This is an optimization exercise on Yosys and OpenROAD, whose aim is small area and a short achievable clock period, not a production implementation.
Where RTL was checked, it was by simulation tests only, not by an equivalence proof against the original.
Power is estimated from default activity; no workload was simulated.

==> flow/design.v <==
module pipeline_cpu (
    input clk,rst,
    output [31:0] imem_addr,    
    input  [31:0] imem_data,    
    output        dmem_we,      
    output [31:0] dmem_addr,    
    output [31:0] dmem_wdata,   
    input  [31:0] dmem_rdata    
);
reg  [31:0] pc;
reg  [31:0] ir;             
reg         iv;             
reg  [31:0] a_e, b_e;       
reg  [12:1] imm_e;          
reg  [31:0] bop_e;          
reg  [4:0]  rd_e;
reg         fa_e, fb_e;     
reg         fbp_e, fbn_e;   
reg         fan_e;          
reg         fbs_e;          
reg         fbq_e;          
reg         regwr_e, memwr_e, lw_e, br_e;
reg         sub_e, s_add_e, s_and_e, s_or_e, s_xor_e, s_slt_e;
reg  [31:0] alu_m, wd_m;    
reg  [31:0] alu_n;          
reg  [4:0]  rd_m;
reg         regwr_m, memwr_m, lw_m;
reg  [31:0] res_w;          
reg  [4:0]  rd_w;
reg         regwr_w;
reg         tk1, tk2;       
reg  [13:0] x1, x2;         
reg  [31:0] rf [1:31];
always @(posedge clk) begin
    if (rst == 1'b0) pc <= 32'd0;
    else             pc <= pc + (tk2 ? {{18{x2[13]}}, x2} : 32'd1);
end
assign imem_addr = pc;
wire pcsrc;
wire flush_n = ~(pcsrc | tk1 | tk2);
always @(posedge clk or negedge rst) begin
    if (rst == 1'b0) iv <= 1'b0;
    else             iv <= flush_n;
end
always @(posedge clk) ir <= imem_data;
wire [6:0] op  = ir[6:0];
wire [4:0] rs1 = ir[19:15];
wire [4:0] rs2 = ir[24:20];
wire [4:0] rd  = ir[11:7];
wire [2:0] f3  = ir[14:12];
wire is_lw = (op == 7'b0000011);
wire is_sw = (op == 7'b0100011);
wire is_r  = (op == 7'b0110011);
wire is_i  = (op == 7'b0010011);
wire is_b  = (op == 7'b1100011);
wire is_alu = is_r | is_i;
reg  [31:0] rd1, rd2;
integer k;
always @(*) begin
    rd1 = 32'd0;
    rd2 = 32'd0;
    for (k = 1; k < 32; k = k + 1) begin
        rd1 = rd1 | ({32{rs1 == k}} & rf[k]);
        rd2 = rd2 | ({32{rs2 == k}} & rf[k]);
    end
end
wire [31:0] res_m = lw_m ? dmem_rdata : ~alu_n;
wire [31:0] a_d = (regwr_m && rd_m == rs1) ? res_m : rd1;
wire [31:0] b_d = (regwr_m && rd_m == rs2) ? res_m : rd2;
wire [11:0] imm_d = is_sw ? {ir[31:25], ir[11:7]} : ir[31:20];
wire src_d = is_lw | is_sw | is_i;
wire [31:0] imm32_d = {{20{imm_d[11]}}, imm_d};
wire fa_d  = regwr_e && rd_e == rs1;
wire fb_d  = regwr_e && rd_e == rs2;
reg d_add, d_sub, d_and, d_or, d_xor, d_slt;
always @(*) begin
    d_add = 1'b0; d_sub = 1'b0; d_and = 1'b0; d_or = 1'b0; d_xor = 1'b0; d_slt = 1'b0;
    if (is_alu) begin
        case (f3)
            3'b000: begin d_add = 1'b1; d_sub = is_r & ir[30]; end
            3'b001: ;
            3'b010: begin d_slt = 1'b1; d_sub = 1'b1; end
            3'b100: d_xor = 1'b1;
            3'b110: d_or  = 1'b1;
            3'b111: d_and = 1'b1;
            default: d_add = 1'b1;
        endcase
    end else begin
        d_add = 1'b1;
        d_sub = is_b;
    end
end
always @(posedge clk) begin
    a_e   <= a_d;
    b_e   <= b_d;
    bop_e <= (src_d ? imm32_d : b_d) ^ {32{d_sub}};
    imm_e <= {ir[31], ir[7], ir[30:25], ir[11:8]};
    rd_e  <= rd;
end
always @(posedge clk) begin
    fa_e    <= fa_d;
    fb_e    <= fb_d;
    fbp_e   <= fb_d & ~src_d & ~d_sub;
    fbn_e   <= fb_d & ~src_d & d_sub;
    fan_e   <= ~fa_d;
    fbs_e   <= ~(fb_d & ~src_d);
    fbq_e   <= ~(fb_d & ~src_d & d_sub);
    sub_e   <= d_sub;
    lw_e    <= is_lw;
end
always @(posedge clk or negedge rst) begin
    if (rst == 1'b0) begin
        regwr_e <= 1'b0; memwr_e <= 1'b0; br_e <= 1'b0;
        s_add_e <= 1'b0; s_and_e <= 1'b0; s_or_e <= 1'b0;
        s_xor_e <= 1'b0; s_slt_e <= 1'b0;
    end else begin
        regwr_e <= iv & (is_lw | is_alu) & (rd != 5'd0);
        memwr_e <= iv & is_sw;
        br_e    <= iv & is_b;
        s_add_e <= iv & d_add;
        s_and_e <= iv & d_and;
        s_or_e  <= iv & d_or;
        s_xor_e <= iv & d_xor;
        s_slt_e <= iv & d_slt;
    end
end
wire [31:0] fwd   = ~alu_n;
wire [31:0] a     = {fan_e ? a_e[31:16] : fwd[31:16],
                     fa_e  ? fwd[15:0] : a_e[15:0]};
wire [31:0] rs2v  = fb_e  ? fwd : b_e;
wire [31:0] bx    = {fbs_e ? bop_e[31:16] : fbq_e ? fwd[31:16] : alu_n[31:16],
                     fbp_e ? fwd[15:0] : fbn_e ? alu_n[15:0] : bop_e[15:0]};
wire [31:0] pg [0:5];
wire [31:0] pp [0:5];
assign pg[0] = a & bx;
assign pp[0] = a ^ bx;
genvar lv, bi;
generate for (lv = 1; lv <= 5; lv = lv + 1) begin : ks
    for (bi = 0; bi < 32; bi = bi + 1) begin : kb
        if (bi >= (1 << (lv - 1))) begin : c
            assign pg[lv][bi] = pg[lv-1][bi] | (pp[lv-1][bi] & pg[lv-1][bi - (1 << (lv - 1))]);
            assign pp[lv][bi] = pp[lv-1][bi] & pp[lv-1][bi - (1 << (lv - 1))];
        end else begin : p
            assign pg[lv][bi] = pg[lv-1][bi];
            assign pp[lv][bi] = pp[lv-1][bi];
        end
    end
end endgenerate
wire [32:0] cy    = {pg[5] | (pp[5] & {32{sub_e}}), sub_e};
wire [32:0] sum   = {cy[32], pp[0] ^ cy[31:0]};
wire        lt    = ~sum[32];
wire [31:0] alu   = ({32{s_add_e}} & sum[31:0]) |
                    ({32{s_and_e}} & (a & bx)) |
                    ({32{s_or_e}}  & (a | bx)) |
                    ({32{s_xor_e}} & (a ^ bx)) |
                    {31'd0, s_slt_e & lt};
assign pcsrc = br_e & (a == rs2v);
wire [13:0] imm14 = {imm_e[12], imm_e, 1'b0};
wire [13:0] x_e   = tk1 ? imm14 - x1 - 14'd3 : imm14 - 14'd4;
always @(posedge clk or negedge rst) begin
    if (rst == 1'b0) begin
        tk1 <= 1'b0; tk2 <= 1'b0;
    end else begin
        tk1 <= pcsrc; tk2 <= tk1;
    end
end
always @(posedge clk) begin
    x1 <= x_e;
    x2 <= x1;
end
always @(posedge clk or negedge rst) begin
    if (rst == 1'b0) begin
        alu_m <= 32'd0;
        regwr_m <= 1'b0; memwr_m <= 1'b0;
    end else begin
        alu_m <= alu;
        regwr_m <= regwr_e; memwr_m <= memwr_e;
    end
end
always @(posedge clk) begin
    lw_m  <= lw_e;
    alu_n <= ~alu;
    wd_m <= rs2v;
    rd_m <= rd_e;
end
assign dmem_we    = memwr_m;
assign dmem_addr  = alu_m;
assign dmem_wdata = wd_m;
always @(posedge clk or negedge rst) begin
    if (rst == 1'b0) regwr_w <= 1'b0;
    else             regwr_w <= regwr_m;
end
always @(posedge clk) begin
    res_w <= res_m;
    rd_w  <= rd_m;
end
always @(posedge clk) begin
    if (regwr_w) rf[rd_w] <= res_w;
end
endmodule
clock: 10.0 ns
lec_check: 0
cap_margin: 20
core_margin: 2
core_utilization: 50
cts_buf_list: sky130_fd_sc_hd__clkbuf_16
cts_cluster_diameter: 60
cts_cluster_size: 24
slew_margin: 20
standard.sh (not shown) runs the stock make flow with config.mk's settings and CLKGATE_MAP_FILE= SYNTH_SCRIPT=/design/flow/synth_recipe.tcl, a recipe that flattens the netlist after the stock synthesis.
==> flow/flow/run.sh <==
#!/bin/bash
set -euo pipefail
bash standard.sh SETUP_SLACK_MARGIN=6.8 "BUFFER_PORTS_ARGS=-buffer_cell sky130_fd_sc_hd__buf_2" finish > standard_flow.log 2>&1
Change:
--- a/flow/design.v
+++ b/flow/design.v
@@ -130,24 +130,7 @@
 wire [31:0] rs2v  = fb_e  ? fwd : b_e;
 wire [31:0] bx    = {fbs_e ? bop_e[31:16] : fbq_e ? fwd[31:16] : alu_n[31:16],
                      fbp_e ? fwd[15:0] : fbn_e ? alu_n[15:0] : bop_e[15:0]};
-wire [31:0] pg [0:5];
-wire [31:0] pp [0:5];
-assign pg[0] = a & bx;
-assign pp[0] = a ^ bx;
-genvar lv, bi;
-generate for (lv = 1; lv <= 5; lv = lv + 1) begin : ks
-    for (bi = 0; bi < 32; bi = bi + 1) begin : kb
-        if (bi >= (1 << (lv - 1))) begin : c
-            assign pg[lv][bi] = pg[lv-1][bi] | (pp[lv-1][bi] & pg[lv-1][bi - (1 << (lv - 1))]);
-            assign pp[lv][bi] = pp[lv-1][bi] & pp[lv-1][bi - (1 << (lv - 1))];
-        end else begin : p
-            assign pg[lv][bi] = pg[lv-1][bi];
-            assign pp[lv][bi] = pp[lv-1][bi];
-        end
-    end
-end endgenerate
-wire [32:0] cy    = {pg[5] | (pp[5] & {32{sub_e}}), sub_e};
-wire [32:0] sum   = {cy[32], pp[0] ^ cy[31:0]};
+wire [32:0] sum   = {1'b0, a} + {1'b0, bx} + {32'd0, sub_e};
 wire        lt    = ~sum[32];
 wire [31:0] alu   = ({32{s_add_e}} & sum[31:0]) |
                     ({32{s_and_e}} & (a & bx)) |
Effect:
- utilization decreases by 0.66 points
- die area increases by 0.58%
- final cell count stays flat
- clock-buffer cell count decreases by 5
- cell area hardly moves
- clock power decreases by about 4%
- wire length decreases by about 1.4%
- worst setup slack is worse by 0.11 ns
For the second run of this note, only the layout was checked, not whether the RTL still works.

-- afterwards: timing with drivers on the ports --
No port has a modelled driver above. Below, the same layouts with a new extraction and two added sets of constraints.
Step 1, drivers: a clkbuf_16 drives clk and a buf_2 each remaining input, both assumed.
Step 2 adds t to the input delays and takes it off the output delays; t is the mean of the earliest and latest rising clock arrival at the registers after step 1. Input paths then give back, and output paths get back, about the clock's delay inside the block.
a / b / c = no drivers / after step 1 / after step 2; a / b = the first two.
| run | shift t [ns] | setup WS [ns] | worst hold slack (ns) | worst register clock-pin slew, ns | cell pins on the clock port's net |
|---|---|---|---|---|---|
| the first run | 0.823 | 6.618 / 6.618 / 6.153 | 0.331 / 0.331 / 0.331 | 0.10 / 0.10 | 1 |
| the second run | 0.812 | 6.511 / 6.511 / 6.319 | 0.331 / 0.331 / 0.331 | 0.09 / 0.09 | 1 |
After both steps setup and hold are still met in every run listed. The setup slack of the first run, which loses most, moves by 0.000 ns with the drivers and by -0.465 ns with both steps.
